This design comes from an exercise in tuning for small area and a short achievable clock period on the open sky130 flow, not from production work. Only simulation tests tie the RTL to the original design; equivalence was not proved. Power and IR drop assume default switching activity.

$ cat design/flow/design.v
module mod_alu (
    input logic [32-1:0] pc_i,
    input logic [32-1:0] alu_operand_1_i,
    input logic [32-1:0] alu_operand_2_i,
    input logic [32-1:0] immediate_i,
    input logic c_lui_i,
    input logic c_auipc_i,
    input logic c_jal_i,
    input logic c_jalr_i,
    input logic c_br_i,
    input logic c_load_i,
    input logic c_store_i,
    input logic c_imm_i,
    input logic c_op_i,
    input logic [3-1:0] funct3_i,
    input logic f7_zero_i,   
    input logic f7_sub_i,    
    output logic [32-1:0] target_address_o,
    output logic branch_taken_o,
    output logic [32-1:0] alu_result_o
);
  logic [31:0] a, b;
  assign a = alu_operand_1_i;
  assign b = (c_op_i || c_br_i) ? alu_operand_2_i : immediate_i;
  logic sub;
  assign sub = c_br_i || ((c_op_i || c_imm_i) && funct3_i[2:1] == 2'b01)
               || (c_op_i && funct3_i == 3'b000 && f7_sub_i);
  logic [32:0] sum33;
  assign sum33 = {1'b0, a} + {1'b0, b ^ {32{sub}}} + {32'b0, sub};
  logic [31:0] sum;
  assign sum = sum33[31:0];
  logic ltu, lt;
  assign ltu = !sum33[32];
  assign lt  = (a[31] ^ b[31]) ? a[31] : ltu;
  logic eq;
  assign eq = alu_operand_1_i == alu_operand_2_i;
  logic cond;
  always_comb begin
    case (funct3_i)
      3'b000:  cond = eq;
      3'b001:  cond = !eq;
      3'b100:  cond = lt;
      3'b101:  cond = !lt;
      3'b110:  cond = ltu;
      3'b111:  cond = !ltu;
      default: cond = 1'b0;
    endcase
  end
  assign branch_taken_o = c_jal_i || c_jalr_i || (c_br_i && cond);
  logic [31:0] pc_imm, pc_4;
  assign pc_imm = pc_i + immediate_i;
  assign pc_4   = pc_i + 32'd4;
  assign target_address_o = c_jalr_i ? {sum[31:1], 1'b0} : pc_imm;
  logic [4:0] shamt;
  assign shamt = c_op_i ? alu_operand_2_i[4:0] : immediate_i[4:0];
  logic left;
  assign left = !funct3_i[2];
  logic [31:0] sh_in, sh_out, sh_res;
  always_comb begin
    for (int k = 0; k < 32; k++) sh_in[k] = left ? a[31-k] : a[k];
  end
  logic fill;
  assign fill = f7_sub_i && a[31] && !left;
  assign sh_out = 32'($signed({fill, sh_in}) >>> shamt);
  always_comb begin
    for (int k = 0; k < 32; k++) sh_res[k] = left ? sh_out[31-k] : sh_out[k];
  end
  logic sh_ok;
  assign sh_ok = left || f7_zero_i || f7_sub_i;
  always_comb begin
    alu_result_o = 32'b0;
    if (c_lui_i) alu_result_o = immediate_i;
    else if (c_auipc_i) alu_result_o = pc_imm;
    else if (c_jal_i || c_jalr_i) alu_result_o = pc_4;
    else if (c_load_i || c_store_i) alu_result_o = sum;
    else if (c_imm_i || c_op_i) begin
      case (funct3_i)
        3'b000: alu_result_o = (c_imm_i || f7_zero_i || f7_sub_i) ? sum : 32'b0;
        3'b010: alu_result_o = {31'b0, lt};
        3'b011: alu_result_o = {31'b0, ltu};
        3'b100: alu_result_o = a ^ b;
        3'b110: alu_result_o = a | b;
        3'b111: alu_result_o = a & b;
        default: alu_result_o = sh_ok ? sh_res : 32'b0;   
      endcase
    end
  end
endmodule
module mod_ex (
    input logic rst_i,
    input logic clk_i,
    input logic [32-1:0] pc_i,
    input logic [32-1:0] immediate_i,
    input logic c_lui_i,
    input logic c_auipc_i,
    input logic c_jal_i,
    input logic c_jalr_i,
    input logic c_br_i,
    input logic c_load_i,
    input logic c_store_i,
    input logic c_imm_i,
    input logic c_op_i,
    input logic [3-1:0] funct3_i,
    input logic f7_zero_i,
    input logic f7_sub_i,
    input logic is_md_i,   
    input logic [32-1:0] alu_operand_1_i,
    input logic [32-1:0] alu_operand_2_i,
    output logic [32-1:0] target_address_o,
    output logic branch_taken_o,
    output logic [32-1:0] alu_result_o,
    output logic ex_stb_o
);
  logic muldiv_stb;
  logic [32-1:0] alu_result, muldiv_data;
  logic is_md;
  assign is_md = is_md_i;
  mod_alu u_alu (
      .pc_i(pc_i),
      .alu_operand_1_i(alu_operand_1_i),
      .alu_operand_2_i(alu_operand_2_i),
      .immediate_i(immediate_i),
      .c_lui_i(c_lui_i),
      .c_auipc_i(c_auipc_i),
      .c_jal_i(c_jal_i),
      .c_jalr_i(c_jalr_i),
      .c_br_i(c_br_i),
      .c_load_i(c_load_i),
      .c_store_i(c_store_i),
      .c_imm_i(c_imm_i),
      .c_op_i(c_op_i),
      .funct3_i(funct3_i),
      .f7_zero_i(f7_zero_i),
      .f7_sub_i(f7_sub_i),
      .target_address_o(target_address_o),
      .branch_taken_o(branch_taken_o),
      .alu_result_o(alu_result)
  );
  mod_muldiv u_muldiv (
      .clk_i(clk_i),
      .rst_i(rst_i),
      .is_muldiv_i(is_md),
      .funct3_i(funct3_i),
      .muldiv_rs0_i(alu_operand_1_i),
      .muldiv_rs1_i(alu_operand_2_i),
      .muldiv_stb_o(muldiv_stb),
      .muldiv_data(muldiv_data)
  );
  assign alu_result_o = is_md ? muldiv_data : alu_result;
  assign ex_stb_o = !is_md || muldiv_stb;
endmodule
module mod_mem_cache #(
    parameter int TAG_BITS  = 25,
    parameter int DATA_BITS = 32
) (
    input logic clk_i,
    input logic rst_i,
    input  logic [         4:0] rd_row_i,
    output logic [TAG_BITS-1:0] rd_tag_o,
    output logic                rd_valid_o,
    output logic [DATA_BITS-1:0] rd_data_o,
    input logic                we_i,
    input logic                inv_i,
    input logic [         4:0] wr_row_i,
    input logic [TAG_BITS-1:0] wr_tag_i,
    input logic [DATA_BITS-1:0] wr_data_i
);
  logic [31:0][TAG_BITS-1:0] tags;
  logic [31:0][DATA_BITS-1:0] datas;
  logic [31:0] valids;
  logic [31:0] rsel;
  always_comb begin
    for (int r = 0; r < 32; r++) rsel[r] = rd_row_i == r[4:0];
  end
  always_comb begin
    rd_tag_o   = '0;
    rd_data_o  = '0;
    rd_valid_o = 1'b0;
    for (int r = 0; r < 32; r++) begin
      rd_tag_o   = rd_tag_o | (tags[r] & {TAG_BITS{rsel[r]}});
      rd_data_o  = rd_data_o | (datas[r] & {DATA_BITS{rsel[r]}});
      rd_valid_o = rd_valid_o | (valids[r] & rsel[r]);
    end
  end
  always_ff @(posedge clk_i) begin
    for (int r = 0; r < 32; r++) begin
      if (we_i && wr_row_i == r[4:0]) begin
        tags[r]  <= wr_tag_i;
        datas[r] <= wr_data_i;
      end
    end
  end
  always_ff @(posedge clk_i) begin
    for (int r = 0; r < 32; r++) begin
      if (rst_i) valids[r] <= 1'b0;
      else if ((we_i || inv_i) && wr_row_i == r[4:0]) valids[r] <= we_i;
    end
  end
endmodule
module mod_mem_ctrl (
    input logic clk_i,
    input logic rst_i,
    input logic [32-1:0] instruction_address_i,
    input logic instruction_address_stb_i,
    output logic instruction_readdata_stb_o,
    input logic [32-1:0] loadstore_address_i,
    input logic loadstore_read_i,
    input logic loadstore_write_i,
    input logic [32-1:0] loadstore_writedata_i,
    input logic [4-1:0] loadstore_byteenable_i,
    output logic loadstore_stb_o,
    input logic memory_ack_i,
    output logic [32-1:0] memory_writedata_o,
    output logic [32-1:0] memory_address_o,
    output logic [4-1:0] memory_byteenable_o,
    output logic memory_write_o,
    output logic memory_strobe_o
);
  logic st_idle, st_wait_load, st_wait_store, st_wait_if, st_done_load, st_done_store, st_done_if;
  logic [31:2] addr_q;
  logic [31:0] wdata_q;
  logic [3:0] be_q;
  logic stb_q;
  logic start_store, start_load, start_if;
  assign start_store = st_idle && loadstore_write_i;
  assign start_load  = st_idle && !loadstore_write_i && loadstore_read_i;
  assign start_if    = st_idle && !loadstore_write_i && !loadstore_read_i && instruction_address_stb_i;
  logic in_wait;
  assign in_wait = st_wait_load || st_wait_store || st_wait_if;
  always_ff @(posedge clk_i) begin
    if (rst_i) begin
      st_idle       <= 1'b1;
      st_wait_load  <= 1'b0;
      st_wait_store <= 1'b0;
      st_wait_if    <= 1'b0;
      st_done_load  <= 1'b0;
      st_done_store <= 1'b0;
      st_done_if    <= 1'b0;
    end else begin
      st_idle       <= (st_idle && !loadstore_write_i && !loadstore_read_i && !instruction_address_stb_i)
                     || st_done_load || st_done_store || st_done_if;
      st_wait_load  <= start_load || (st_wait_load && !memory_ack_i);
      st_wait_store <= start_store || (st_wait_store && !memory_ack_i);
      st_wait_if    <= start_if || (st_wait_if && !memory_ack_i);
      st_done_load  <= st_wait_load && memory_ack_i;
      st_done_store <= st_wait_store && memory_ack_i;
      st_done_if    <= st_wait_if && memory_ack_i;
    end
  end
  always_ff @(posedge clk_i) begin
    if (rst_i || (in_wait && memory_ack_i)) addr_q <= '0;
    else if (start_store || start_load) addr_q <= loadstore_address_i[31:2];
    else if (start_if) addr_q <= instruction_address_i[31:2];
  end
  always_ff @(posedge clk_i) begin
    if (rst_i || (in_wait && memory_ack_i)) begin
      wdata_q <= '0;
      be_q    <= '0;
      stb_q   <= 1'b0;
    end else if (start_store || start_load || start_if) begin
      wdata_q <= start_store ? loadstore_writedata_i : '0;
      be_q    <= start_if ? 4'b1111 : loadstore_byteenable_i;
      stb_q   <= 1'b1;
    end
  end
  assign memory_address_o = {addr_q, 2'b00};
  assign memory_writedata_o = wdata_q;
  assign memory_byteenable_o = be_q;
  assign memory_write_o = st_wait_store;
  assign memory_strobe_o = stb_q;
  assign loadstore_stb_o = st_done_load || st_done_store;
  assign instruction_readdata_stb_o = st_done_if;
endmodule
module mod_mem_data_cache (
    input logic clk_i,
    input logic rst_i,
    input logic [32-1:0] address_i,   
    input logic [32-1:0] writedata_i,
    input logic read_i,
    input logic write_i,
    input logic [4-1:0] byteenable_i,
    output logic [32-1:0] readdata_o,
    output logic stb_o,
    input logic [32-1:0] memory_readdata_i,
    input logic memory_operation_stb_i,
    output logic [32-1:0] memory_address_o,
    output logic [32-1:0] memory_writedata_o,
    output logic [4-1:0] memory_byteenable_o,
    output logic memory_write_o,
    output logic memory_read_o
);
  logic st_idle, st_write, st_miss, st_done;
  logic [24:0] row_tag;
  logic row_valid;
  logic [31:0] row_data;
  logic miss_done, write_done;
  assign miss_done  = st_miss && memory_operation_stb_i;
  assign write_done = st_write && memory_operation_stb_i;
  mod_mem_cache #(.TAG_BITS(25)) u_store (
      .clk_i(clk_i),
      .rst_i(rst_i),
      .rd_row_i(address_i[6:2]),
      .rd_tag_o(row_tag),
      .rd_valid_o(row_valid),
      .rd_data_o(row_data),
      .we_i(miss_done || (write_done && byteenable_i == 4'b1111)),
      .inv_i(write_done),
      .wr_row_i(address_i[6:2]),
      .wr_tag_i(address_i[31:7]),
      .wr_data_i(st_miss ? memory_readdata_i : writedata_i)
  );
  logic hit;
  assign hit = row_valid && (row_tag == address_i[31:7]);
  always_ff @(posedge clk_i) begin
    if (rst_i) begin
      st_idle  <= 1'b1;
      st_write <= 1'b0;
      st_miss  <= 1'b0;
      st_done  <= 1'b0;
    end else begin
      st_idle  <= st_done || (st_idle && !write_i && !read_i);
      st_write <= (st_idle && write_i) || (st_write && !memory_operation_stb_i);
      st_miss  <= (st_idle && !write_i && read_i && !hit) || (st_miss && !memory_operation_stb_i);
      st_done  <= (st_idle && !write_i && read_i && hit) || miss_done || write_done;
    end
  end
  assign stb_o = st_done;
  assign readdata_o = row_data;
  assign memory_address_o = {address_i[31:2], 2'b00};
  assign memory_writedata_o = writedata_i;
  assign memory_byteenable_o = byteenable_i;
  assign memory_write_o = st_write;
  assign memory_read_o = st_miss;
endmodule
module mod_mem_instruction_cache (
    input logic clk_i,
    input logic rst_i,
    input logic abort_i,
    input logic [32-1:0] address_i,   
    input logic read_i,
    output logic [28:0] readdata_o,   
    output logic [32-1:0] address_o,
    output logic busy_o,
    input logic [32-1:0] memory_readdata_i,
    input logic memory_operation_stb_i,
    output logic [32-1:0] memory_address_o,
    output logic memory_read_o
);
  logic st_idle, st_miss, st_abort, st_done;
  logic pend_q;
  logic [31:2] maddr_q;
  logic [31:2] addr_q;
  logic [28:0] data_q;
  logic [24:0] row_tag;
  logic row_valid;
  logic [28:0] row_data;
  function automatic logic [3:0] opcode_class(input logic [6:0] op);
    case (op)
      7'b0110111:    opcode_class = 4'd1;
      7'b0010111:  opcode_class = 4'd2;
      7'b1101111:    opcode_class = 4'd3;
      7'b1100111:   opcode_class = 4'd4;
      7'b1100011: opcode_class = 4'd5;
      7'b0000011:   opcode_class = 4'd6;
      7'b0100011:  opcode_class = 4'd7;
      7'b0010011:    opcode_class = 4'd8;
      7'b0110011:     opcode_class = 4'd9;
      default:    opcode_class = 4'd0;
    endcase
  endfunction
  logic [28:0] mem_word;
  assign mem_word = {memory_readdata_i[31:7], opcode_class(memory_readdata_i[6:0])};
  mod_mem_cache #(.TAG_BITS(25), .DATA_BITS(29)) u_store (
      .clk_i(clk_i),
      .rst_i(rst_i),
      .rd_row_i(address_i[6:2]),
      .rd_tag_o(row_tag),
      .rd_valid_o(row_valid),
      .rd_data_o(row_data),
      .we_i(pend_q),
      .inv_i(1'b0),
      .wr_row_i(addr_q[6:2]),
      .wr_tag_i(addr_q[31:7]),
      .wr_data_i(data_q)
  );
  logic hit;
  assign hit = row_valid && (row_tag == address_i[31:7]);
  logic lookup, go_done_hit, go_miss, miss_done, abort_done;
  assign lookup      = st_idle && read_i;
  assign go_done_hit = lookup && hit;
  assign go_miss     = lookup && !hit;
  assign miss_done   = st_miss && memory_operation_stb_i;
  assign abort_done  = st_abort && memory_operation_stb_i;
  always_ff @(posedge clk_i) begin
    if (rst_i) begin
      st_idle  <= 1'b1;
      st_miss  <= 1'b0;
      st_abort <= 1'b0;
      st_done  <= 1'b0;
    end else begin
      st_idle  <= st_done || (st_idle && (abort_i || !read_i));
      st_miss  <= (st_idle && !abort_i && go_miss) || (st_miss && !memory_operation_stb_i && !abort_i);
      st_abort <= (st_miss && !memory_operation_stb_i && abort_i) || (st_abort && !memory_operation_stb_i);
      st_done  <= (st_idle && !abort_i && go_done_hit) || miss_done || abort_done;
    end
  end
  always_ff @(posedge clk_i) begin
    if (st_idle) maddr_q <= address_i[31:2];
  end
  always_ff @(posedge clk_i) begin
    pend_q <= !rst_i && !abort_i && miss_done;
  end
  always_ff @(posedge clk_i) begin
    if (rst_i || abort_i) begin
      data_q <= '0;
    end else if (go_done_hit) begin
      data_q <= row_data;
    end else if (go_miss || abort_done) begin
      data_q <= '0;
    end else if (miss_done) begin
      data_q <= mem_word;
    end
  end
  always_ff @(posedge clk_i) begin
    if (go_done_hit) addr_q <= address_i[31:2];
    else if (miss_done) addr_q <= maddr_q;
  end
  assign busy_o = !st_idle;
  assign readdata_o = data_q;
  assign address_o = {addr_q, 2'b00};
  assign memory_read_o = st_miss;
  assign memory_address_o = {maddr_q, 2'b00};
endmodule
module mod_muldiv (
    input logic clk_i,
    input logic rst_i,
    input logic is_muldiv_i,   
    input logic [3-1:0] funct3_i,
    input logic [32-1:0] muldiv_rs0_i,
    input logic [32-1:0] muldiv_rs1_i,
    output logic muldiv_stb_o,   
    output logic [32-1:0] muldiv_data
);
  logic [2:0] f3;
  logic [31:0] rs0, rs1;
  assign f3  = funct3_i;
  assign rs0 = muldiv_rs0_i;
  assign rs1 = muldiv_rs1_i;
  logic [2:0] prev_f3;
  logic [31:0] prev_rs0, prev_rs1;
  logic ops_eq, f3_eq, pair;
  assign ops_eq = (prev_rs0 == rs0) && (prev_rs1 == rs1);
  assign f3_eq  = prev_f3 == f3;
  always_comb begin
    case (f3)
      3'b000:  pair = prev_f3 == 3'b001;
      3'b001:  pair = prev_f3 == 3'b000;
      3'b100:  pair = prev_f3 == 3'b110;
      3'b110:  pair = prev_f3 == 3'b100;
      3'b101:  pair = prev_f3 == 3'b111;
      3'b111:  pair = prev_f3 == 3'b101;
      default: pair = 1'b0;
    endcase
  end
  logic trigger;
  assign trigger = !(ops_eq && (f3_eq || (is_muldiv_i && pair)));
  always_ff @(posedge clk_i) begin
    if (is_muldiv_i && trigger) begin
      prev_f3  <= f3;
      prev_rs0 <= rs0;
      prev_rs1 <= rs1;
    end
  end
  logic s0, s1;
  assign s0 = f3[2] ? (!f3[0] && rs0[31]) : ((f3[1:0] != 2'b11) && rs0[31]);
  assign s1 = f3[2] ? (!f3[0] && rs1[31]) : (!f3[1] && rs1[31]);
  logic [31:0] y0, y1, m0, m1;
  assign y0 = rs0 ^ {32{s0}};
  assign y1 = rs1 ^ {32{s1}};
  assign m0 = y0 + {31'b0, s0};
  assign m1 = y1 + {31'b0, s1};
  function automatic logic [4:0] highest_pos(input logic [31:0] d);
    highest_pos = 5'd0;
    for (int k = 0; k < 32; k++) if (d[k]) highest_pos = k[4:0];
  endfunction
  function automatic logic carries_out_top(input logic [31:0] x);
    carries_out_top = !x[0];
    for (int k = 0; k < 31; k++) if (x[k] && !x[k+1]) carries_out_top = 1'b0;
  endfunction
  logic [4:0] hp0, hp1;
  assign hp0 = highest_pos(y0) + {4'b0, s0 && carries_out_top(rs0)};
  assign hp1 = highest_pos(y1) + {4'b0, s1 && carries_out_top(rs1)};
  logic m0_zero, m1_zero;
  assign m0_zero = rs0 == 32'b0;
  assign m1_zero = rs1 == 32'b0;
  logic [33:0] mdiff;
  assign mdiff = {2'b0, y0} + {2'b11, ~y1} + {33'b0, s0} + {33'b0, !s1};
  logic m_lt;
  assign m_lt = mdiff[33];
  logic direct;
  assign direct = f3[2] ? (m1_zero || m_lt) : (m0_zero || m1_zero);
  logic hpc;   
  assign hpc = hp0 < hp1;
  logic mul_done, mul_sw;
  logic [2:0] mul_k;
  logic [3:0] nib;
  logic [31:0] mul_x, mul_y;
  logic [63:0] acc;
  function automatic logic [6:0] top_nibble(input logic [31:0] m);
    logic [7:0] nz;
    logic seen;
    for (int j = 0; j < 8; j++) nz[j] = |m[4*j+:4];
    top_nibble = 7'd0;
    seen = 1'b0;
    for (int j = 7; j >= 0; j--) begin
      if (nz[j] && !seen) top_nibble = {j[2:0], m[4*j+:4]};
      seen = seen | nz[j];
    end
  endfunction
  logic [6:0] top0, top1, top_b;
  assign top0 = top_nibble(m0);
  assign top1 = top_nibble(m1);
  assign top_b = hpc ? top0 : top1;
  logic [31:0] mul_a, mul_b;
  assign mul_a = mul_sw ? mul_y : mul_x;
  assign mul_b = mul_sw ? mul_x : mul_y;
  logic [2:0] mul_k_next;
  assign mul_k_next = mul_k - 3'd1;
  logic [63:0] acc_step;
  assign acc_step = {acc[59:0], 4'b0} + nib * mul_a;
  always_ff @(posedge clk_i) begin
    if (rst_i) begin
      mul_done <= 1'b0;
      mul_sw   <= 1'b0;
      mul_k    <= 3'd0;
      nib      <= 4'd0;
      acc      <= 64'd0;
    end else if (trigger) begin
      mul_done <= direct;
      mul_sw   <= hpc;
      mul_k    <= top_b[6:4];
      nib      <= top_b[3:0];
      mul_x    <= m0;
      mul_y    <= m1;
      acc      <= 64'd0;
    end else if (!mul_done) begin
      acc <= acc_step;
      if (mul_k == 3'd0) mul_done <= 1'b1;
      mul_k <= mul_k_next;
      nib   <= mul_b[{mul_k_next, 2'b00}+:4];
    end
  end
  logic [5:0] div_j;
  logic [31:0] dvd, quo;
  logic [4:0] div_rot;
  logic [5:0] div_top;   
  logic [31:0] dvs_rot, align_mask, dvs_eff;
  assign dvs_rot = ({mul_y, mul_y} << div_rot) >> 32;
  always_comb begin
    for (int k = 0; k < 32; k++) align_mask[k] = !div_top[5] && (k[4:0] <= div_top[4:0]);
  end
  assign dvs_eff = dvs_rot & align_mask;
  logic [32:0] dvd_diff;
  assign dvd_diff = {1'b0, dvd} - {1'b0, dvs_eff};
  logic ge;
  assign ge = !dvd_diff[32];
  always_ff @(posedge clk_i) begin
    if (rst_i) begin
      div_j   <= 6'd0;
      dvd     <= 32'd0;
      quo     <= 32'd0;
      div_top <= 6'h3F;
    end else if (trigger) begin
      dvd     <= m0;
      div_rot <= hp0 - hp1;
      if (direct) begin
        div_j   <= 6'd32;
        div_top <= 6'h3F;
        quo     <= m1_zero ? (s0 ? 32'd1 : 32'hFFFFFFFF) : 32'd0;
      end else begin
        div_j   <= {1'b0, hp1} + 6'd31 - {1'b0, hp0};
        div_top <= {1'b0, hp0};
        quo     <= 32'd0;
      end
    end else if (div_j != 6'd32) begin
      quo     <= {quo[30:0], ge};
      if (ge) dvd <= dvd_diff[31:0];
      div_rot <= div_rot - 5'd1;
      if (!div_top[5]) div_top <= div_top - 6'd1;
      div_j   <= div_j + 6'd1;
    end
  end
  logic mul_hi, neg;
  assign mul_hi = !f3[2] && (f3[1:0] != 2'b00);
  assign neg = (f3[2] && f3[1]) ? s0 : (s0 ^ s1);
  logic [31:0] sel;
  logic cin;
  always_comb begin
    case (f3)
      3'b000:  sel = acc[31:0];
      3'b001, 3'b010, 3'b011: sel = acc[63:32];
      3'b100, 3'b101: sel = quo;
      default: sel = dvd;
    endcase
  end
  assign cin = mul_hi ? (acc[31:0] == 32'b0) : 1'b1;
  assign muldiv_data = neg ? (~sel + {31'b0, cin}) : sel;
  assign muldiv_stb_o = !trigger && (f3[2] ? (div_j == 6'd32) : mul_done);
endmodule
module mod_pc (
    input logic clk_i,
    input logic rst_i,
    input  logic             stall_i,
    input  logic [32-1:0] pc_i,
    input  logic             pc_stb_i,
    output logic [32-1:0] pc_o
);
  logic [32-1:1] pc;
  assign pc_o = {pc, 1'b0};
  logic pc_zero;
  assign pc_zero = pc == '0;
  always_ff @(posedge clk_i) begin
    if (rst_i) begin
      pc <= 32'hBFC00000 >> 1;
    end else if (pc_zero) begin
      pc <= '0;
    end else if (pc_stb_i) begin
      pc <= pc_i[32-1:1];
    end else if (!stall_i) begin
      pc <= pc + 2;
    end
  end
endmodule
module mod_reg_file (
    input  logic                       clk_i,
    input  logic                       rst_i,
    input  logic                       write_enable_i,
    input  logic [5-1:0] read_addr_1_i,
    input  logic [5-1:0] read_addr_2_i,
    input  logic [5-1:0] write_addr_i,
    input  logic [          32-1:0] write_val_i,
    output logic [          32-1:0] reg_1_o,
    output logic [          32-1:0] reg_2_o,
    output logic [          32-1:0] register_a0
);
  logic [31:1][32-1:0] registers;
  logic [32-1:0] wval;
  assign wval = rst_i ? '0 : write_val_i;
  always_ff @(posedge clk_i) begin
    for (int r = 1; r < 32; r++) begin
      if (rst_i || (write_enable_i && write_addr_i == r[4:0])) registers[r] <= wval;
    end
  end
  always_comb begin
    reg_1_o = '0;
    reg_2_o = '0;
    for (int r = 1; r < 32; r++) begin
      reg_1_o = reg_1_o | (registers[r] & {32{read_addr_1_i == r[4:0]}});
      reg_2_o = reg_2_o | (registers[r] & {32{read_addr_2_i == r[4:0]}});
    end
  end
  assign register_a0 = registers[10];
endmodule
module mod_cpu (
    input logic clk_i,
    input logic rst_i,
    output logic [31:0] register_a0,
    output logic [31:0] wb_adr_o,
    input logic [31:0] wb_dat_i,
    output logic [31:0] wb_dat_o,
    output logic wb_we_o,
    output logic [3:0] wb_sel_o,
    output logic wb_stb_o,
    input logic wb_ack_i,
    output logic wb_cyc_o
);
  logic mem_stall, ex_stall, if_stall_req, lw_hazard;
  logic pc_stall;   
  logic ex_branch_taken;
  logic [32-1:0] ex_target_address;
  logic [32-1:0] pc;
  logic [32-1:0] id_pc;
  logic [28:0] id_instr;   
  logic ex_c_lui, ex_c_auipc, ex_c_jal, ex_c_jalr, ex_c_br, ex_c_load, ex_c_store, ex_c_imm, ex_c_op;
  logic [2:0] ex_funct3;
  logic ex_f7_zero, ex_f7_sub, ex_is_md;
  logic [32-1:0] ex_reg_1, ex_reg_2, ex_immediate, ex_pc;
  logic [4:0] ex_rs1, ex_rs2, ex_rd;
  logic mem_reg_write_en, mem_load, mem_store;
  logic [2:0] mem_funct3;
  logic [4:0] mem_rd;
  logic [32-1:0] mem_alu_out, mem_reg_2;
  logic wb_reg_write_en;
  logic [4:0] wb_rd;
  logic [32-1:0] wb_value;
  logic ic_busy;
  logic [28:0] ic_readdata;
  logic [32-1:0] ic_readdata_address;
  logic [32-1:0] ic_mem_address;
  logic ic_mem_read, ic_mem_stb;
  logic dc_stb;
  logic [32-1:0] dc_readdata, dc_writedata;
  logic [3:0] dc_byteenable;
  logic [32-1:0] dc_mem_address, dc_mem_writedata;
  logic [3:0] dc_mem_byteenable;
  logic dc_mem_write, dc_mem_read, dc_mem_stb;
  mod_mem_ctrl u_mem_ctrl (
      .clk_i(clk_i),
      .rst_i(rst_i),
      .instruction_address_i(ic_mem_address),
      .instruction_address_stb_i(ic_mem_read),
      .instruction_readdata_stb_o(ic_mem_stb),
      .loadstore_address_i(dc_mem_address),
      .loadstore_read_i(dc_mem_read),
      .loadstore_write_i(dc_mem_write),
      .loadstore_writedata_i(dc_mem_writedata),
      .loadstore_byteenable_i(dc_mem_byteenable),
      .loadstore_stb_o(dc_mem_stb),
      .memory_ack_i(wb_ack_i),
      .memory_writedata_o(wb_dat_o),
      .memory_address_o(wb_adr_o),
      .memory_byteenable_o(wb_sel_o),
      .memory_write_o(wb_we_o),
      .memory_strobe_o(wb_stb_o)
  );
  assign wb_cyc_o = wb_stb_o;
  mod_pc u_mod_pc (
      .clk_i(clk_i),
      .rst_i(rst_i),
      .stall_i(pc_stall || lw_hazard),
      .pc_i(ex_target_address),
      .pc_stb_i(ex_branch_taken),
      .pc_o(pc)
  );
  logic is_instruction_read;
  assign is_instruction_read = !ex_branch_taken && (!pc_stall || pc == 32'hBFC00000);
  mod_mem_instruction_cache u_mod_mem_instruction_cache (
      .clk_i(clk_i),
      .rst_i(rst_i),
      .abort_i(ex_branch_taken),
      .address_i({pc[31:2], 2'b00}),
      .read_i(is_instruction_read),
      .readdata_o(ic_readdata),
      .address_o(ic_readdata_address),
      .busy_o(ic_busy),
      .memory_readdata_i(wb_dat_i),
      .memory_operation_stb_i(ic_mem_stb),
      .memory_address_o(ic_mem_address),
      .memory_read_o(ic_mem_read)
  );
  logic if2id_stall;
  assign if2id_stall = pc_stall || lw_hazard;
  always_ff @(posedge clk_i) begin
    if (rst_i || ex_branch_taken || (if2id_stall && !(mem_stall || ex_stall))) begin
      id_instr <= '0;
    end else if (!if2id_stall) begin
      id_instr <= ic_readdata;
    end
  end
  always_ff @(posedge clk_i) begin
    if (!if2id_stall) id_pc <= ic_readdata_address;
  end
  logic [32-1:0] id_ins;   
  assign id_ins = {id_instr[28:4], 7'b0};
  logic [3:0] id_code;
  assign id_code = id_instr[3:0];
  logic [2:0] id_funct3;
  logic [6:0] id_funct7;
  logic [4:0] id_rs1, id_rs2, id_rd;
  assign id_funct3 = id_ins[14:12];
  assign id_funct7 = id_ins[31:25];
  assign id_rs1 = id_ins[19:15];
  assign id_rs2 = id_ins[24:20];
  assign id_rd = id_ins[11:7];
  logic id_c_lui, id_c_auipc, id_c_jal, id_c_jalr, id_c_br, id_c_load, id_c_store, id_c_imm, id_c_op;
  assign id_c_lui   = id_code == 4'd1;
  assign id_c_auipc = id_code == 4'd2;
  assign id_c_jal   = id_code == 4'd3;
  assign id_c_jalr  = id_code == 4'd4;
  assign id_c_br    = id_code == 4'd5;
  assign id_c_load  = id_code == 4'd6;
  assign id_c_store = id_code == 4'd7;
  assign id_c_imm   = id_code == 4'd8;
  assign id_c_op    = id_code == 4'd9;
  logic id_alu_op2_src;
  assign id_alu_op2_src = id_c_lui || id_c_auipc || id_c_imm || id_c_load || id_c_store
                          || id_c_jal || id_c_jalr;
  logic [4:0] id_rs2_muxed;
  assign id_rs2_muxed = id_alu_op2_src ? 5'd0 : id_rs2;
  logic [32-1:0] id_immediate;
  always_comb begin
    if (id_c_imm || id_c_load || id_c_jalr) id_immediate = {{20{id_ins[31]}}, id_ins[31:20]};
    else if (id_c_store) id_immediate = {{20{id_ins[31]}}, id_ins[31:25], id_ins[11:7]};
    else if (id_c_br)
      id_immediate = {{20{id_ins[31]}}, id_ins[7], id_ins[30:25], id_ins[11:8], 1'b0};
    else if (id_c_lui || id_c_auipc) id_immediate = {id_ins[31:12], 12'b0};
    else if (id_c_jal)
      id_immediate = {{12{id_ins[31]}}, id_ins[19:12], id_ins[20], id_ins[30:21], 1'b0};
    else id_immediate = '0;
  end
  logic [32-1:0] id_reg_1_data, id_reg_2_data, id_reg_1_fwd, id_reg_2_fwd;
  mod_reg_file u_mod_reg_file (
      .clk_i(clk_i),
      .rst_i(rst_i),
      .read_addr_1_i(id_rs1),
      .read_addr_2_i(id_rs2),
      .write_enable_i(wb_reg_write_en),
      .write_addr_i(wb_rd),
      .write_val_i(wb_value),
      .reg_1_o(id_reg_1_data),
      .reg_2_o(id_reg_2_data),
      .register_a0(register_a0)
  );
  assign id_reg_1_fwd = (wb_reg_write_en && id_rs1 == wb_rd) ? wb_value : id_reg_1_data;
  assign id_reg_2_fwd = (wb_reg_write_en && id_rs2 == wb_rd) ? wb_value : id_reg_2_data;
  assign lw_hazard = ((id_rs1 == ex_rs1 && id_rs1 != 0) || (id_rs2 == ex_rs2 && ex_rs2 != 0))
                     && ex_c_load;
  always_ff @(posedge clk_i) begin
    if (rst_i || lw_hazard || ex_branch_taken) begin
      ex_c_lui     <= 1'b0;
      ex_c_auipc   <= 1'b0;
      ex_c_jal     <= 1'b0;
      ex_c_jalr    <= 1'b0;
      ex_c_br      <= 1'b0;
      ex_c_load    <= 1'b0;
      ex_c_store   <= 1'b0;
      ex_c_imm     <= 1'b0;
      ex_c_op      <= 1'b0;
      ex_is_md     <= 1'b0;
      ex_funct3    <= '0;
      ex_reg_1     <= '0;
      ex_reg_2     <= '0;
      ex_rs1       <= '0;
      ex_rs2       <= '0;
      ex_rd        <= '0;
    end else if (!(mem_stall || ex_stall)) begin
      ex_c_lui     <= id_c_lui;
      ex_c_auipc   <= id_c_auipc;
      ex_c_jal     <= id_c_jal;
      ex_c_jalr    <= id_c_jalr;
      ex_c_br      <= id_c_br;
      ex_c_load    <= id_c_load;
      ex_c_store   <= id_c_store;
      ex_c_imm     <= id_c_imm;
      ex_c_op      <= id_c_op;
      ex_is_md     <= id_c_op && id_funct7 == 7'b0000001;
      ex_funct3    <= id_funct3;
      ex_reg_1     <= id_reg_1_fwd;
      ex_reg_2     <= id_reg_2_fwd;
      ex_rs1       <= id_rs1;
      ex_rs2       <= id_rs2_muxed;
      ex_rd        <= id_rd;
    end
  end
  always_ff @(posedge clk_i) begin
    if (!(mem_stall || ex_stall)) begin
      ex_f7_zero   <= id_funct7 == 7'b0000000;
      ex_f7_sub    <= id_funct7 == 7'b0100000;
      ex_immediate <= id_immediate;
      ex_pc        <= id_pc;
    end
  end
  logic fw1_m, fw2_m, fw1_w, fw2_w;
  logic ex_reg_write_en;
  assign ex_reg_write_en = ex_c_lui || ex_c_auipc || ex_c_imm || ex_c_op || ex_c_load
                           || ex_c_jal || ex_c_jalr;
  function automatic logic [1:0] fw_sel(input logic m_wen, input logic [4:0] m_rd,
                                        input logic w_wen, input logic [4:0] w_rd,
                                        input logic [4:0] rs);
    if (m_wen && m_rd != 0) fw_sel = {m_rd == rs, 1'b0};
    else if (w_wen && w_rd != 0) fw_sel = {1'b0, w_rd == rs && m_rd != rs};
    else fw_sel = 2'b00;
  endfunction
  logic [1:0] fw1_go, fw2_go, fw1_ex, fw2_ex;
  assign fw1_go = fw_sel(ex_reg_write_en, ex_rd, mem_reg_write_en, mem_rd, id_rs1);
  assign fw2_go = fw_sel(ex_reg_write_en, ex_rd, mem_reg_write_en, mem_rd, id_rs2_muxed);
  assign fw1_ex = fw_sel(1'b0, 5'd0, mem_reg_write_en, mem_rd, ex_rs1);
  assign fw2_ex = fw_sel(1'b0, 5'd0, mem_reg_write_en, mem_rd, ex_rs2);
  always_ff @(posedge clk_i) begin
    if (rst_i || lw_hazard || ex_branch_taken) begin
      {fw1_m, fw1_w} <= 2'b00;
      {fw2_m, fw2_w} <= 2'b00;
    end else if (!mem_stall) begin
      {fw1_m, fw1_w} <= ex_stall ? fw1_ex : fw1_go;
      {fw2_m, fw2_w} <= ex_stall ? fw2_ex : fw2_go;
    end
  end
  logic [32-1:0] ex_op1, ex_op2;
  assign ex_op1 = fw1_m ? mem_alu_out : fw1_w ? wb_value : ex_reg_1;
  assign ex_op2 = fw2_m ? mem_alu_out : fw2_w ? wb_value : ex_reg_2;
  logic [32-1:0] ex_alu_result;
  logic ex_stb;
  mod_ex u_mod_ex (
      .rst_i(rst_i),
      .clk_i(clk_i),
      .pc_i(ex_pc),
      .immediate_i(ex_immediate),
      .c_lui_i(ex_c_lui),
      .c_auipc_i(ex_c_auipc),
      .c_jal_i(ex_c_jal),
      .c_jalr_i(ex_c_jalr),
      .c_br_i(ex_c_br),
      .c_load_i(ex_c_load),
      .c_store_i(ex_c_store),
      .c_imm_i(ex_c_imm),
      .c_op_i(ex_c_op),
      .funct3_i(ex_funct3),
      .f7_zero_i(ex_f7_zero),
      .f7_sub_i(ex_f7_sub),
      .is_md_i(ex_is_md),
      .alu_operand_1_i(ex_op1),
      .alu_operand_2_i(ex_op2),
      .target_address_o(ex_target_address),
      .branch_taken_o(ex_branch_taken),
      .alu_result_o(ex_alu_result),
      .ex_stb_o(ex_stb)
  );
  always_ff @(posedge clk_i) begin
    if (rst_i || (ex_stall && !mem_stall)) begin
      mem_reg_write_en <= 1'b0;
      mem_load         <= 1'b0;
      mem_store        <= 1'b0;
      mem_funct3       <= '0;
      mem_rd           <= '0;
      mem_alu_out      <= '0;
      mem_reg_2        <= '0;
    end else if (!(mem_stall || ex_stall)) begin
      mem_reg_write_en <= ex_reg_write_en;
      mem_load         <= ex_c_load;
      mem_store        <= ex_c_store;
      mem_funct3       <= ex_funct3;
      mem_rd           <= ex_rd;
      mem_alu_out      <= ex_alu_result;
      mem_reg_2        <= ex_op2;
    end
  end
  logic [1:0] mem_off;
  assign mem_off = mem_alu_out[1:0];
  always_comb begin
    case (mem_funct3)
      3'b000, 3'b100: dc_byteenable = 4'b0001 << mem_off;
      3'b001, 3'b101: dc_byteenable = 4'b0011 << mem_off;
      3'b010: dc_byteenable = 4'b1111;
      default: dc_byteenable = 4'b0000;
    endcase
  end
  always_comb begin
    case (mem_funct3)
      3'b000: begin
        case (mem_off)
          2'd3: dc_writedata = {mem_reg_2[7:0], 24'b0};
          2'd2: dc_writedata = {8'b0, mem_reg_2[7:0], 16'b0};
          2'd1: dc_writedata = {16'b0, mem_reg_2[7:0], 8'b0};
          default: dc_writedata = {24'b0, mem_reg_2[7:0]};
        endcase
      end
      3'b001: dc_writedata = (mem_off == 2'd0) ? {16'b0, mem_reg_2[15:0]} : {mem_reg_2[15:0], 16'b0};
      3'b010: dc_writedata = mem_reg_2;
      default: dc_writedata = '0;
    endcase
  end
  mod_mem_data_cache u_mod_mem_data_cache (
      .clk_i(clk_i),
      .rst_i(rst_i),
      .address_i({mem_alu_out[31:2], 2'b00}),
      .writedata_i(dc_writedata),
      .read_i(mem_load),
      .write_i(mem_store),
      .byteenable_i(dc_byteenable),
      .readdata_o(dc_readdata),
      .stb_o(dc_stb),
      .memory_readdata_i(wb_dat_i),
      .memory_operation_stb_i(dc_mem_stb),
      .memory_address_o(dc_mem_address),
      .memory_writedata_o(dc_mem_writedata),
      .memory_byteenable_o(dc_mem_byteenable),
      .memory_write_o(dc_mem_write),
      .memory_read_o(dc_mem_read)
  );
  logic [32-1:0] mem_loaded_value;
  logic [7:0] ld_byte;
  logic [15:0] ld_half;
  always_comb begin
    case (mem_off)
      2'd0: ld_byte = dc_readdata[7:0];
      2'd1: ld_byte = dc_readdata[15:8];
      2'd2: ld_byte = dc_readdata[23:16];
      default: ld_byte = dc_readdata[31:24];
    endcase
    ld_half = (mem_off == 2'd0) ? dc_readdata[15:0] : dc_readdata[31:16];
    case (mem_funct3)
      3'b000: mem_loaded_value = {{24{ld_byte[7]}}, ld_byte};
      3'b001: mem_loaded_value = {{16{ld_half[15]}}, ld_half};
      3'b010: mem_loaded_value = dc_readdata;
      3'b100: mem_loaded_value = {24'b0, ld_byte};
      3'b101: mem_loaded_value = {16'b0, ld_half};
      default: mem_loaded_value = '0;
    endcase
  end
  always_ff @(posedge clk_i) begin
    if (rst_i) begin
      wb_reg_write_en <= 1'b0;
      wb_rd           <= '0;
      wb_value        <= '0;
    end else if (!mem_stall) begin
      wb_reg_write_en <= mem_reg_write_en;
      wb_rd           <= mem_rd;
      wb_value        <= mem_load ? mem_loaded_value : mem_alu_out;
    end
  end
  assign mem_stall = !dc_stb && (mem_load || mem_store);
  assign ex_stall = !ex_stb;
  assign if_stall_req = ic_busy || id_c_br || id_c_jal || id_c_jalr;
  assign pc_stall = mem_stall || ex_stall || if_stall_req;
endmodule
$ cat design/flow/flow/run.sh
#!/bin/bash
# Layout: the standard flow (standard.sh), unchanged except that every
# setup repair (after floorplan, CTS and global routing) aims for a slack
# margin well above zero, and does not clone gates (cloning once overloaded a
# driver past its max slew / max capacitance). The clock period and all
# constraints stay as they are; the margin only makes the resizer shorten the
# critical paths, which lowers the period the layout achieves.
export SETUP_SLACK_MARGIN=14.2
export SKIP_GATE_CLONING=1
# more rounds of antenna repair after detailed routing (default 5)
export MAX_REPAIR_ANTENNAS_ITER_DRT=12
bash standard.sh finish > standard.log 2>&1
$ cat design/flow/standard.sh
#!/bin/bash
# synth_recipe.tcl (not shown) runs the flow's synth.tcl, then flattens the netlist and writes it again
# the make line also repeats each setting of config.mk as NAME=value (left out here)
make -C /OpenROAD-flow-scripts/flow DESIGN_CONFIG=/design/flow/config.mk WORK_HOME=/design/flow/orfs CLKGATE_MAP_FILE= SYNTH_SCRIPT=/design/flow/synth_recipe.tcl "${@:-finish}"
$ cat design/flow/config.mk
export PLATFORM = sky130hd
export DESIGN_NAME = mod_cpu
export DESIGN_NICKNAME = mod_cpu
export VERILOG_FILES = /design/flow/design.v
export SDC_FILE = /design/flow/constraint.sdc
export NUM_CORES = 8
export LEC_CHECK = 0
export CAP_MARGIN = 20
export CORE_MARGIN = 2
export CORE_UTILIZATION = 50
export CTS_BUF_LIST = sky130_fd_sc_hd__clkbuf_16
export CTS_CLUSTER_DIAMETER = 80
export CTS_CLUSTER_SIZE = 24
export PLACE_DENSITY = 0.65
export SLEW_MARGIN = 20
$ cat design/flow/constraint.sdc
create_clock -name core_clock -period 20.0 [get_ports {clk_i}]
set_input_delay 4.0000 -clock core_clock [delete_from_list [all_inputs] [get_ports {clk_i}]]
set_output_delay 4.0000 -clock core_clock [all_outputs]
set_load 0.01 [all_outputs]
==> impl_metrics.env, run 1 <==
export IMPL_outcome="timing/DRC/antenna clean"
export IMPL_nets=17851
export IMPL_wl_per_cell_um=43.35
export IMPL_end_kind="primary output"
export IMPL_wl_um=1035000
export IMPL_cts_made_buffers=290
export IMPL_synthAdderAreaFrac_pct=2.396
export IMPL_synthMuxAreaShare_pct=2.660
export IMPL_crit_arrival_ns=1.86
export IMPL_grt_use_total_pct=41.65
export IMPL_grt_pass1_wl_um=1379000
export IMPL_synth_simple_gate_area_share_pct=7.878
export IMPL_firstDrtPassIters=13
export IMPL_synth_compound_area_share_pct=15.81
export IMPL_crit_required_ns=16.00
export IMPL_fin_crit_ns=5.857
export IMPL_reg2reg_slack_ns=14.14
export IMPL_clock_latency_ns=1.08
export IMPL_grt_max_degree=113
export IMPL_die_w_um=691.2
export IMPL_final_setup_tns_ns=0
export IMPL_yosysMostFrequentCell="edfxtp_1"
export IMPL_ant_nets=0
export IMPL_min_delay_path_depth=0
export IMPL_hold_path_class="register to register"
export IMPL_rr_worst_depth=20
export IMPL_maxCapViolations=0
export IMPL_coreArea_um2=470700
export IMPL_globalplace_congestion=1.039
export IMPL_postSynthCellCount=17422
export IMPL_std_cell_rows=252
export IMPL_via_count=179467
export IMPL_initial_utilization_pct=50.16
export IMPL_synth_area_leader_cell="edfxtp_1"
export IMPL_regArea_um2=157300
export IMPL_path_clk_slew_ns=0.09
export IMPL_final_setup_viol_count=0
export IMPL_finalCritPeriodShare_pct=29.29
export IMPL_multiInputGateArea_um2=75410
export IMPL_powerDensity_nw_per_um2=89.29
export IMPL_grt_setup_unrepaired="yes"
export IMPL_overflow=0
export IMPL_ys_top_cells_by_area="edfxtp_1 61%, a22oi_1 6.0%, dfxtp_1 5.0%"
export IMPL_criticalPathCategory="register to primary output"
export IMPL_synth_ff_type="edfxtp_1"
export IMPL_power_total_w=0.02315
export IMPL_r2r_end="mem_alu_out[28]$_SDFFE_PP0P_"
export IMPL_synth_top_cells_by_count="4,834 x edfxtp_1, 1,884 x a22oi_1, 1,160 x nand2_1"
export IMPL_clk_path_buf_depth=4
export IMPL_ir_drop_mv=0.09841
export IMPL_synth_xor_area_share_pct=1.990
export IMPL_r2r_start="fw2_w$_SDFFE_PP0N_"
export IMPL_path_max_fanout=2
export IMPL_avgSynthCellArea_um2=13.55
export IMPL_yosys_warnings=10
export IMPL_die_y_um=691.2
export IMPL_grt_pass1_vias=163846
export IMPL_dieArea_um2=477800
export IMPL_cts_tree="built"
export IMPL_finalClockSkew_ns=0.09384
export IMPL_synth_seq_cells=5428
export IMPL_tightest_slew_ns=1.308
export IMPL_finalMaxSlewViolations=0
export IMPL_finalHoldViolCount=0
export IMPL_async_flop_share_pct=0
export IMPL_pre_cts_ws_ns=11.54
export IMPL_min_to="ex_pc[4]$_DFFE_PP_"
export IMPL_antenna_found_initial=67
export IMPL_cp_start_kind="register"
export IMPL_viasPerCell=7.518
export IMPL_synth_top_cell_area_share_pct=61.47
export IMPL_drc_errors=0
export IMPL_fmax_mhz=170.7
export IMPL_cts_root_buf="clkbuf_16"
export IMPL_io_buffer_count=135
export IMPL_fin_ws_ns=14.14
export IMPL_drive_gt1_share_pct=12.27
export IMPL_synth_top_family_by_area="compound AO/OA/AOI/OAI gates"
export IMPL_drt_iter0_markers=39703
export IMPL_fillCellCount=38289
export IMPL_ctsHoldBuffers=0
export IMPL_cts_sinks=5428
export IMPL_synth_edf_count=4834
export IMPL_seq_area_frac_synth_pct=66.51
export IMPL_hpwl_um=624900
export IMPL_area_growth_syn_to_layout_pct=9.802
export IMPL_leakagePower_nw=87.66
export IMPL_relSlewSlack_pct=12.62
export IMPL_synth_cell_types=129
export IMPL_syn_cell_area_um2=236100
export IMPL_io_pins=138
export IMPL_hp_start="id_pc[4]$_DFFE_PP_"
export IMPL_htree_levels=5
## registers in the layout, summed over array words and instances, names as in the netlist, 64 cells and up, named ones only
register / count
u_mod_mem_data_cache.u_store.tags: 800
u_mod_mem_instruction_cache.u_store.tags: 800
u_mod_mem_data_cache.u_store.datas: 1024
u_mod_ex.u_muldiv.acc: 64
u_mod_mem_instruction_cache.u_store.datas: 928
u_mod_reg_file.registers: 992
## logic make-up after synthesis
family          after synthesis
simple gates               3896
other cells                   1
flops                      5428
buf+inv                    1586
compound gates             5091
mux                         492
fa+ha+maj                   394
xor+xnor                    534
## stage by stage
stage / instances / area (µm²) / util (%) / hold WS [ns]
3_3_place_gp: 23175 / 247100 / 52.50 / 0.3906
5_1_grt: 23840 / 259200 / 55.06 / 0.4256
2_1_floorplan: 17423 / 236200 / - / 0.3821
4_1_cts: 23778 / 258000 / 54.81 / 0.4239
6_report: 23871 / 259300 / 55.08 / 0.4244
3_5_place_dp: 23178 / 247200 / 52.51 / 0.4045
## per-layer routing
layer	share of wire [%]	track usage (%)	up-vias	wire length [µm]
met5	0.078	0.8601	-	806
met2	41	58.88	17494	424300
met1	35	54.94	88966	357100
met4	7.7	24.86	38	80070
li1	-	-	69121	-
met3	17	15.09	3848	172600
## power by group
group / switching (W) / total, W / internal (W)
sequential: 0.000274 / 0.0128 / 0.0125
combinational: 0.00239 / 0.00359 / 0.00121
clock: 0.00395 / 0.00679 / 0.00285
## worst max-delay path by stage
stage | end | from | depth (start not counted)
after floorplan | u_mod_reg_file.registers[512]$_DFFE_PP_ | rst_i | 5
after global placement | u_mod_mem_instruction_cache.addr_q[27]$_DFFE_PP_ | ex_funct3[2]$_SDFFE_PP0P_ | 22
after detailed placement | u_mod_mem_instruction_cache.addr_q[12]$_DFFE_PP_ | ex_funct3[2]$_SDFFE_PP0P_ | 22
after CTS | register_a0[11] | u_mod_reg_file.registers[299]$_DFFE_PP_ | 1
after global routing | register_a0[30] | u_mod_reg_file.registers[318]$_DFFE_PP_ | 2
final | register_a0[30] | u_mod_reg_file.registers[318]$_DFFE_PP_ | 2
## critical path, cell delays in order, from the launching register on
cell and delay [ns]:
edfxtp_1 0.45, buf_12 0.19, buf_8 0.14
## cell usage in the layout, fill, tap and decap left out, types with 97 or more instances in the layout
cell       synthesis  layout
a21oi_1          685     664
xor2_1           217     213
a22o_1           374     373
dfxtp_1          594     503
nand4_1          517     517
fa_1              97      97
nor2_1          1053     885
a22oi_1         1884    1884
a21o_1           139     136
o211ai_1         111     111
nand3_1          304     300
a221oi_1         429     426
clkbuf_16          0     293
nor2_4             1     165
xnor2_1          314     309
mux2i_1          244     229
nand2_1         1160    1140
mux2_2           122     122
o21ai_0          459     425
inv_1            280     350
a222oi_1         155     155
buf_4             60     734
ha_1             297     291
nor3_1           236     223
edfxtp_1        4834    4834
## what timing repair did
action / CTS / global route
resized for setup: 573 / 118
pin swaps: 23 / 25
buffers inserted: 115 / 48
setup endpoints to repair: 710 / 343
## layout make-up
cell class,instances,share of cell area (%)
clock buffer,293,2.828
timing repair buffer,965,3.227
multi-input combinational,10409,29.09
clock inverter,192,0.6379
sequential,5428,60.65
antenna,33,0.03185
inverter,328,0.5385
tap,6223,3.003
==> run 2, diff against run 1 <==
--- a/design/flow/config.mk
+++ b/design/flow/config.mk
@@ -9,3 +9,3 @@
 export CORE_MARGIN = 2
-export CORE_UTILIZATION = 50
+export CORE_UTILIZATION = 55
 export CTS_BUF_LIST = sky130_fd_sc_hd__clkbuf_16
@@ -13,3 +13,3 @@
 export CTS_CLUSTER_SIZE = 24
-export PLACE_DENSITY = 0.65
+export PLACE_DENSITY = 0.7
 export SLEW_MARGIN = 20
==> run 2 against run 1 <==
Still clean on timing, DRC and antenna. Setup slack worse by 0.25 ns. Combinational power about the same. Final cell count is 2.6% lower. Clock power decreased by 2%. Power fell by 0.53%. Via count up 0.29%. Hold slack hardly changed. Global-route usage rose by 4.7 points.
==> impl_metrics.env, run 2 <==
export IMPL_io_pins=138
export IMPL_end_kind="register"
export IMPL_tightest_slew_ns=1.398
export IMPL_fin_ws_ns=13.89
export IMPL_hold_path_class="register to register"
export IMPL_finalMaxSlewViolations=0
export IMPL_grt_pass1_wl_um=1383000
export IMPL_cts_made_buffers=290
export IMPL_synth_top_cells_by_count="4,834 x edfxtp_1, 1,884 x a22oi_1, 1,160 x nand2_1"
export IMPL_yosys_warnings=10
export IMPL_grt_max_degree=79
export IMPL_ant_nets=0
export IMPL_grt_pass1_vias=163924
export IMPL_postSynthCellCount=17422
export IMPL_firstDrtPassIters=14
export IMPL_finalClockSkew_ns=0.1121
export IMPL_pre_cts_ws_ns=12.03
export IMPL_drt_iter0_markers=38764
export IMPL_holdWs_ns=0.4248
export IMPL_final_setup_tns_ns=0
export IMPL_wl_um=1037000
export IMPL_critPathLaunch="mem_alu_out[5]$_SDFFE_PP0P_"
export IMPL_clk_path_buf_depth=4
export IMPL_ir_drop_mv=0.09884
export IMPL_fin_crit_ns=6.108
export IMPL_synth_top_cell_area_share_pct=61.47
export IMPL_synth_area_leader_cell="edfxtp_1"
export IMPL_min_delay_path_depth=0
export IMPL_dieArea_um2=434600
export IMPL_cts_sinks=5428
export IMPL_synth_ff_type="edfxtp_1"
export IMPL_top_regs="u_mod_mem_data_cache.u_store.datas (1024), u_mod_reg_file.registers (992), u_mod_mem_instruction_cache.u_store.datas (928)"
export IMPL_yosysMostFrequentCell="edfxtp_1"
export IMPL_relSlewSlack_pct=6.805
export IMPL_finalInstanceArea_um2=257700
export IMPL_crit_required_ns=20.95
export IMPL_cts_tree="built"
export IMPL_initial_utilization_pct=55.26
export IMPL_coreArea_um2=427300
export IMPL_placed_area_um2=246000
export IMPL_endpoint="u_mod_mem_data_cache.st_done$_SDFF_PP0_"
export IMPL_path_max_fanout=31
export IMPL_avgSynthCellArea_um2=13.55
export IMPL_area_growth_syn_to_layout_pct=9.144
export IMPL_criticalPathCategory="register to register"
export IMPL_overflow=0
export IMPL_final_common_cell="edfxtp_1"
export IMPL_largest_reg_flops=1024
export IMPL_antenna_found_initial=67
export IMPL_synth_edf_count=4834
export IMPL_ys_top_cells_by_area="edfxtp_1 61%, a22oi_1 6.0%, dfxtp_1 5.0%"
export IMPL_wl_per_cell_um=44.62
export IMPL_std_cell_rows=240
export IMPL_path_clk_slew_ns=0.10
export IMPL_globalplace_congestion=1.066
export IMPL_maxCapViolations=0
export IMPL_via_count=179993
export IMPL_largest_register="u_mod_mem_data_cache.u_store.datas"
export IMPL_fmax_mhz=163.7
export IMPL_die_y_um=659.3
export IMPL_grt_setup_unrepaired="yes"
export IMPL_cts_root_buf="clkbuf_16"
export IMPL_grt_use_total_pct=46.33
export IMPL_htree_levels=5
export IMPL_final_setup_viol_count=0
export IMPL_utilization_pct=60.32
export IMPL_reg2reg_slack_ns=13.89
export IMPL_seq_area_frac_synth_pct=66.51
export IMPL_die_w_um=659.3
export IMPL_nets=17777
export IMPL_fillCellCount=32633
export IMPL_synth_seq_cells=5428
export IMPL_cp_start_kind="register"
export IMPL_io_buffer_count=135
export IMPL_finalCritPeriodShare_pct=30.54
export IMPL_finalHoldViolCount=0
export IMPL_outcome="timing/DRC/antenna clean"
export IMPL_ctsHoldBuffers=0
export IMPL_powerDensity_nw_per_um2=89.35
export IMPL_mostFrequentLayoutCells="4,834 x edfxtp_1, 1,884 x a22oi_1, 1,141 x nand2_1"
export IMPL_leakagePower_nw=87.14
export IMPL_rr_worst_depth=14
export IMPL_hpwl_um=630600
export IMPL_r2r_start="mem_alu_out[5]$_SDFFE_PP0P_"
export IMPL_regArea_um2=157300
export IMPL_multiInputGateArea_um2=75380
export IMPL_viasPerCell=7.745
export IMPL_syn_cell_area_um2=236100
export IMPL_drive_gt1_share_pct=12.04
export IMPL_async_flop_share_pct=0
export IMPL_crit_arrival_ns=7.06
export IMPL_synth_cell_types=129
export IMPL_drc_errors=0
export IMPL_clock_latency_ns=1.07
export IMPL_r2r_end="u_mod_mem_data_cache.st_done$_SDFF_PP0_"
## run 2: cell counts after synthesis
Identical to the previous run, type by type.
## run 2: what timing repair did
action	CTS	global route
setup endpoints to repair	571	319
cloned	0	0
resized for setup	521	138
pin swaps	14	15
setup buffers	92	45
## run 2: worst min-delay path by stage
stage | from | to | slack [ns]
2_1_floorplan | u_mod_mem_instruction_cache.st_done$_SDFF_PP0_ | u_mod_mem_instruction_cache.st_idle$_SDFF_PP1_ | 0.38
3_3_place_gp | id_pc[30]$_DFFE_PP_ | ex_pc[30]$_DFFE_PP_ | 0.40
3_5_place_dp | id_pc[31]$_DFFE_PP_ | ex_pc[31]$_DFFE_PP_ | 0.40
4_1_cts | id_pc[31]$_DFFE_PP_ | ex_pc[31]$_DFFE_PP_ | 0.42
5_1_grt | id_pc[29]$_DFFE_PP_ | ex_pc[29]$_DFFE_PP_ | 0.44
6_report | id_pc[31]$_DFFE_PP_ | ex_pc[31]$_DFFE_PP_ | 0.42
## run 2: area by class of cell
class	instances	area share (%)
antenna	52	0.05049
clock buffer	297	2.884
clock inverter	148	0.4864
inverter	328	0.5379
multi-input combinational	10409	29.25
sequential	5428	61.03
tap	5687	2.761
timing repair buffer	891	3.005
## run 2: power by group
part | leakage (nW) | total (W) | internal [W] | switching, W
Combinational | 31.8 | 0.00361 | 0.00119 | 0.00243
Clock | 4.53 | 0.00663 | 0.00282 | 0.00382
Sequential | 50.8 | 0.0128 | 0.0125 | 0.000291
## run 2: worst max-delay path: stages, from the launching register on
cell	delay [ns]
dfxtp_1	0.32
buf_4	0.43
nand3b_1	0.44
nor2_4	0.52
buf_4	0.61
buf_4	0.72
a22oi_1	0.20
nand4_1	0.13
nor2_1	0.05
nand2_1	0.09
xor2_1	0.13
nor4_1	1.10
nand4_1	0.76
o22a_1	0.39
nor2_1	0.10
## run 2: kinds of logic (layout without fill, tap and decap cells)
group	Yosys count	count (layout)	synth area share, %
AOI/OAI and AO/OA	5091	5091	15.81
xor gates and xnor gates	534	534	1.990
adders and majority gates	394	394	2.396
buffers and inverters	1586	1664	2.756
DFF	5428	5428	66.51
muxes	492	492	2.660
other	1	54	0.001588
and+or+nand+nor	3896	3896	7.878
## run 2: metal layers
layer	global-route usage, %	vias up	part of all wire, %
li1	-	68926	-
met1	59.98	88267	34
met2	65.99	18298	41
met3	15.06	4441	16
met4	32.67	61	9.1
met5	0.7535	-	0.072
## run 2: stage by stage
stage | total power (W) | cells
5_1_grt | 0.02346 | 23195
6_report | 0.02303 | 23240
3_3_place_gp | 0.01630 | 22587
4_1_cts | 0.02275 | 23126
3_5_place_dp | 0.01632 | 22589
2_1_floorplan | 0.01491 | 17423

[re-timing with driven ports]
No port has a modelled driver above. Below, the same layouts with a new extraction and two added sets of constraints. Step 1 assumes that a clkbuf_16 drives the clock port and a buf_2 every other input. Step 2 times the ports against the registers' clock, not the clock port: input delays grow and output delays shrink by t, the midpoint of the rising clock arrivals with the driver on. a / b / c = ideal / step 1 / step 2; a / b = the first two.
| run | t (ns) | setup slack, ns | worst hold slack (ns) | worst setup path after step 2 | slew at the worst register clock pin (ns) |
|---|---|---|---|---|---|
| run 1 | 1.170 | 14.143 / 14.010 / 13.096 | 0.424 / 0.424 / 0.424 | input to register | 0.11 / 0.11 |
| run 2 | 1.150 | 13.892 / 13.892 / 13.073 | 0.425 / 0.425 / 0.425 | input to register | 0.10 / 0.10 |
After both steps every run listed still meets setup and hold. For run 1, which loses most, drivers alone change the setup slack by -0.133 ns; drivers and shift together by -1.047 ns.
